This design comes from an exercise in tuning for small area and a short achievable clock period on the open sky130 flow, not from production work.
RTL that was checked went through simulation tests only; none was proved equivalent to the original.
No activity file was given, so power comes from the tool's default toggle rates.

==> 10-06 <==
==> flow/design.v <==
module fir_retimed #(
    parameter N_TAPS = 4,
    parameter DATA_WIDTH = 18,
    parameter COEFF_WIDTH = 18
) (
    input clk,
    input reset_n,
    input ena,
    input signed [DATA_WIDTH-1:0] data_in,
    output signed [(DATA_WIDTH + COEFF_WIDTH + 2)-1:0] data_out
);
    localparam KIND = 5;
    reg signed [17:0] x0, x1;
    reg signed [18:0] u;
    reg signed [20:0] s2;
    reg signed [21:0] s1;
    reg signed [21:0] s;
    reg signed [23:0] z;
    wire [18:0] u_next;
    wire [20:0] s2_next;
    wire [21:0] s1_next;
    wire [21:0] s_next;
    wire [23:0] z_next;
    pfx_add #(.W(19), .KIND(KIND)) add_u (
        .a({x0[17], x0}), .b({x1[17], x1}), .ci(1'b0), .s(u_next));
    pfx_add #(.W(21), .KIND(KIND)) add_s2 (
        .a({u, 2'b00}), .b(~{{3{x1[17]}}, x1}), .ci(1'b1), .s(s2_next));
    pfx_add #(.W(21), .KIND(KIND)) add_s1 (
        .a({s2[20], s2[20:1]}), .b({{3{x1[17]}}, x1}), .ci(1'b0), .s(s1_next[21:1]));
    assign s1_next[0] = s2[0];
    pfx_add #(.W(22), .KIND(KIND)) add_s (
        .a(s1), .b({{4{x1[17]}}, x1}), .ci(1'b0), .s(s_next));
    pfx_add #(.W(22), .KIND(KIND)) add_z (
        .a({s[21], s[21], s[21:2]}), .b(s), .ci(1'b0), .s(z_next[23:2]));
    assign z_next[1:0] = s[1:0];
    always @(posedge clk or negedge reset_n) begin
        if (!reset_n) begin
            x0 <= 18'd0;
            x1 <= 18'd0;
            u  <= 19'd0;
            s2 <= 21'd0;
            s1 <= 22'd0;
            s  <= 22'd0;
            z  <= 24'd0;
        end else if (ena) begin
            x0 <= data_in;
            x1 <= x0;
            u  <= u_next;
            s2 <= s2_next;
            s1 <= s1_next;
            s  <= s_next;
            z  <= z_next;
        end
    end
    assign data_out = {{13{z[23]}}, z, 1'b0};
endmodule
module pfx_add #(parameter W = 22, parameter KIND = 0) (
    input  [W-1:0] a,
    input  [W-1:0] b,
    input          ci,
    output [W-1:0] s
);
    reg [W-1:0] g, p, p0, gp2, pp2;
    integer i, l, j;
    always @* begin
        p0 = a ^ b;
        g  = a & b;
        p  = p0;
        g[0] = g[0] | (p[0] & ci);
        if (KIND == 0) begin
            for (l = 1; (1 << l) <= 2*W; l = l + 1)
                for (j = (1 << l) - 1; j < W; j = j + (1 << l)) begin
                    g[j] = g[j] | (p[j] & g[j - (1 << (l-1))]);
                    p[j] = p[j] & p[j - (1 << (l-1))];
                end
            for (l = 12; l > 0; l = l - 1)
                for (j = (1 << l) + (1 << (l-1)) - 1; j < W; j = j + (1 << l)) begin
                    g[j] = g[j] | (p[j] & g[j - (1 << (l-1))]);
                    p[j] = p[j] & p[j - (1 << (l-1))];
                end
        end else if (KIND == 1) begin
            for (l = 0; (1 << l) < W; l = l + 1)
                for (i = W - 1; i >= 0; i = i - 1)
                    if ((i >> l) & 1) begin
                        j = ((i >> l) << l) - 1;
                        g[i] = g[i] | (p[i] & g[j]);
                        p[i] = p[i] & p[j];
                    end
        end else if (KIND == 4 || KIND == 5) begin
            gp2 = g; pp2 = p;
            for (i = 2; i < W; i = i + 2) begin
                gp2[i] = g[i] | (p[i] & g[i-1]);
                pp2[i] = p[i] & p[i-1];
            end
            for (l = 0; (1 << l) < W; l = l + 1)
                for (i = W - 1; i >= 0; i = i - 1)
                    if ((i >> l) & 1) begin
                        j = ((i >> l) << l) - 1;
                        if (KIND == 5 && i == 1) begin
                            g[1] = g[1] | ((p[1] & a[0]) & b[0]) | ((p[1] & p0[0]) & ci);
                            p[1] = p[1] & p[0];
                        end else if (j == i - 1 && j > 0 && ((i >> (l+1)) == 0)) begin
                            g[i] = gp2[i] | (pp2[i] & g[i-2]);
                            p[i] = pp2[i] & p[i-2];
                        end else begin
                            g[i] = g[i] | (p[i] & g[j]);
                            p[i] = p[i] & p[j];
                        end
                    end
        end else if (KIND == 2) begin
            for (l = 0; (1 << l) < W; l = l + 1)
                for (i = W - 1; i >= (1 << l); i = i - 1) begin
                    g[i] = g[i] | (p[i] & g[i - (1 << l)]);
                    p[i] = p[i] & p[i - (1 << l)];
                end
        end else begin
            for (i = 1; i < W; i = i + 1)
                g[i] = g[i] | (p[i] & g[i-1]);
        end
    end
    assign s = p0 ^ {g[W-2:0], ci};
endmodule
==> flow/flow/run.sh <==
#!/bin/bash
# The standard layout, with plain buffers (not delay cells) on the ports and
# a clock tree with fewer, more loaded sink buffers and no dummy loads.
set -euo pipefail
bash standard.sh \
  BUFFER_PORTS_ARGS="-buffer_cell sky130_fd_sc_hd__buf_1" \
  CTS_ARGS="-sink_clustering_enable -repair_clock_nets -buf_list sky130_fd_sc_hd__clkbuf_8 -dont_use_dummy_load" \
  finish > make_finish.log 2>&1
==> flow/standard.sh <==
#!/bin/bash
# synth_recipe.tcl (not shown) runs the flow's synth.tcl, then flattens the netlist and writes it again
# the make line also repeats each setting of config.mk as NAME=value (left out here)
make -C /OpenROAD-flow-scripts/flow DESIGN_CONFIG=/design/flow/config.mk WORK_HOME=/design/flow/orfs CLKGATE_MAP_FILE= SYNTH_SCRIPT=/design/flow/synth_recipe.tcl "${@:-finish}"
==> flow/config.mk <==
export PLATFORM = sky130hd
export DESIGN_NAME = fir_retimed
export DESIGN_NICKNAME = fir_retimed
export VERILOG_FILES = /design/flow/design.v
export SDC_FILE = /design/flow/constraint.sdc
export NUM_CORES = 4
export LEC_CHECK = 0
export ABC_AREA = 1
export CAP_MARGIN = 0
export CORE_MARGIN = 2
export CORE_UTILIZATION = 40
export CTS_BUF_LIST = sky130_fd_sc_hd__clkbuf_8
export PLACE_DENSITY_LB_ADDON = 0.1
export SETUP_SLACK_MARGIN = 2.4
export SLEW_MARGIN = 0
==> flow/constraint.sdc <==
create_clock -name core_clock -period 4.5 [get_ports {clk}]
set_input_delay 0.9000 -clock core_clock [delete_from_list [all_inputs] [get_ports {clk}]]
set_output_delay 0.9000 -clock core_clock [all_outputs]
set_load 0.01 [all_outputs]
==> 03-25 (differences from 10-06) <==
--- a/flow/design.v
+++ b/flow/design.v
@@ -11,3 +11,3 @@
 );
-    localparam KIND = 5;
+    localparam KIND = 1;
     reg signed [17:0] x0, x1;
@@ -62,3 +62,3 @@
 );
-    reg [W-1:0] g, p, p0, gp2, pp2;
+    reg [W-1:0] g, p, p0;
     integer i, l, j;
@@ -88,23 +88,2 @@
                     end
-        end else if (KIND == 4 || KIND == 5) begin
-            gp2 = g; pp2 = p;
-            for (i = 2; i < W; i = i + 2) begin
-                gp2[i] = g[i] | (p[i] & g[i-1]);
-                pp2[i] = p[i] & p[i-1];
-            end
-            for (l = 0; (1 << l) < W; l = l + 1)
-                for (i = W - 1; i >= 0; i = i - 1)
-                    if ((i >> l) & 1) begin
-                        j = ((i >> l) << l) - 1;
-                        if (KIND == 5 && i == 1) begin
-                            g[1] = g[1] | ((p[1] & a[0]) & b[0]) | ((p[1] & p0[0]) & ci);
-                            p[1] = p[1] & p[0];
-                        end else if (j == i - 1 && j > 0 && ((i >> (l+1)) == 0)) begin
-                            g[i] = gp2[i] | (pp2[i] & g[i-2]);
-                            p[i] = pp2[i] & p[i-2];
-                        end else begin
-                            g[i] = g[i] | (p[i] & g[j]);
-                            p[i] = p[i] & p[j];
-                        end
-                    end
         end else if (KIND == 2) begin
==> flow/flow/run.sh (replaced) <==
#!/bin/bash
# The standard layout, with plain buffers (not delay cells) on the ports.
set -euo pipefail
bash standard.sh BUFFER_PORTS_ARGS="-buffer_cell sky130_fd_sc_hd__buf_2" finish > make_finish.log 2>&1
Settings changed: CAP_MARGIN 0 to 20, CTS_BUF_LIST sky130_fd_sc_hd__clkbuf_8 to default, PLACE_DENSITY_LB_ADDON 0.1 to default, SETUP_SLACK_MARGIN 2.4 to 1.8, SLEW_MARGIN 0 to 20.
==> 03-05 (differences from 10-06) <==
==> flow/design.v, changed modules only <==
module fir_retimed #(
    parameter N_TAPS = 4,
    parameter DATA_WIDTH = 18,
    parameter COEFF_WIDTH = 18
) (
    input clk,
    input reset_n,
    input ena,
    input signed [DATA_WIDTH-1:0] data_in,
    output signed [(DATA_WIDTH + COEFF_WIDTH + 2)-1:0] data_out
);
    reg signed [17:0] x0, x1;
    reg signed [18:0] u;
    reg signed [20:0] s2;
    reg signed [21:0] s1;
    reg signed [21:0] s;
    reg signed [23:0] z;
    wire signed [18:0] u_next  = {x0[17], x0} + {x1[17], x1};
    wire signed [20:0] s2_next = {u, 2'b00} - {{3{x1[17]}}, x1};
    wire signed [21:0] s1_next = {s2[20], s2} + {{3{x1[17]}}, x1, 1'b0};
    wire signed [21:0] s_next  = s1 + {{4{x1[17]}}, x1};
    wire signed [23:0] z_next  = {{2{s[21]}}, s} + {s, 2'b00};
    always @(posedge clk or negedge reset_n) begin
        if (!reset_n) begin
            x0 <= 18'd0;
            x1 <= 18'd0;
            u  <= 19'd0;
            s2 <= 21'd0;
            s1 <= 22'd0;
            s  <= 22'd0;
            z  <= 24'd0;
        end else if (ena) begin
            x0 <= data_in;
            x1 <= x0;
            u  <= u_next;
            s2 <= s2_next;
            s1 <= s1_next;
            s  <= s_next;
            z  <= z_next;
        end
    end
    assign data_out = {{13{z[23]}}, z, 1'b0};
endmodule
// module pfx_add removed
==> flow/flow/run.sh (replaced) <==
#!/bin/bash
# The standard layout, with plain buffers (not delay cells) on the ports.
set -euo pipefail
bash standard.sh BUFFER_PORTS_ARGS="-buffer_cell sky130_fd_sc_hd__buf_2" finish > make_finish.log 2>&1
Settings changed: ABC_AREA 1 to default, CAP_MARGIN 0 to 20, CORE_UTILIZATION 40 to 65, CTS_BUF_LIST sky130_fd_sc_hd__clkbuf_8 to default, PLACE_DENSITY_LB_ADDON 0.1 to default, SETUP_SLACK_MARGIN 2.4 to 1.8, SLEW_MARGIN 0 to 20.
==> summary of the runs <==
Cell area, highest first: 03-05, 03-25, 10-06. In 10-06 the global-route usage is higher than in 03-25, by 0.13 points. Via count: 10-06 < 03-25 < 03-05. Utilization, lowest first: 10-06, 03-25, 03-05. Die area: 03-05 is lower than 10-06 (33%). First-iteration DRC count: 03-05 > 03-25 > 10-06. Sequential power, lowest first: 10-06, 03-25, 03-05. Combinational power: 03-25 < 10-06 < 03-05.
==> figures <==
quantity                                                                                 03-05                    10-06                    03-25
Result of the run                                                      complete, no violations  complete, no violations  complete, no violations
Area fraction of the dominant cell type after synthesis                                  34.8%                    37.5%                    36.9%
Wire length of the first global-routing pass                                          36000 um                 32900 um                 32900 um
Parity-gate share of the synthesized area counting xor and xnor cells                    4.66%                    4.92%                    2.69%
Power share of the sequential group                                                      25.1%                    32.8%                    30.5%
Count of clock-net buffers in the final layout                                              22                       17                       23
Placed Area                                                                         10700 um^2               10100 um^2               10300 um^2
Met2 track demand over resource in global routing                                        45.6%                    24.7%                    24.9%
Simple-gate share of the synthesized area                                                13.7%                    26.3%                    27.8%
Internal power                                                                         5.14 mW                  3.54 mW                  4.08 mW
Core Region                                                                         15700 um^2               23500 um^2               24200 um^2
Worst hold slack after final layout                                                   0.475 ns                 0.476 ns                 0.465 ns
Via count of the first global-routing pass                                                7787                     7224                     7263
Wire length on met1                                                                   10100 um                 10000 um                  9630 um
Highest Clock Rate                                                                     377 MHz                  489 MHz                  406 MHz
Final core utilization                                                                   73.6%                    44.6%                    45.1%
Proportion of cell area occupied by registers                                            31.2%                    34.4%                    33.1%
The RTL of 03-25 and 03-05 was laid out without a check of its function.

## static timing again, ports no longer ideal
The flow's constraints put no driver on any port. The routed layouts listed below were extracted and timed again, unchanged, in two steps.
Step 1 (the two cells are an assumption about what drives the block):
set clk [get_ports {clk}]
set_driving_cell -lib_cell sky130_fd_sc_hd__clkbuf_16 $clk
set_driving_cell -lib_cell sky130_fd_sc_hd__buf_2 [delete_from_list [all_inputs] $clk]
Step 2 adds t to the input delays and takes it off the output delays; t is the mean of the earliest and latest rising clock arrival at the registers after step 1. Input paths then give back, and output paths get back, about the clock's delay inside the block.
Three values: no drivers, after step 1, after step 2; two values: the first two.
| run | t (ns) | setup slack, ns | worst setup path at the end |
|---|---|---|---|
| 10-06 | 0.485 | 2.457 / 2.417 / 2.139 | input to register |
| 03-25 | 0.460 | 2.038 / 2.038 / 1.873 | input to register |
| 03-05 | 0.466 | 1.850 / 1.850 / 1.531 | input to register |
After both steps setup and hold are still met in every run listed. The setup slack of 03-05, which loses most, moves by 0.000 ns with the drivers and by -0.319 ns with both steps.
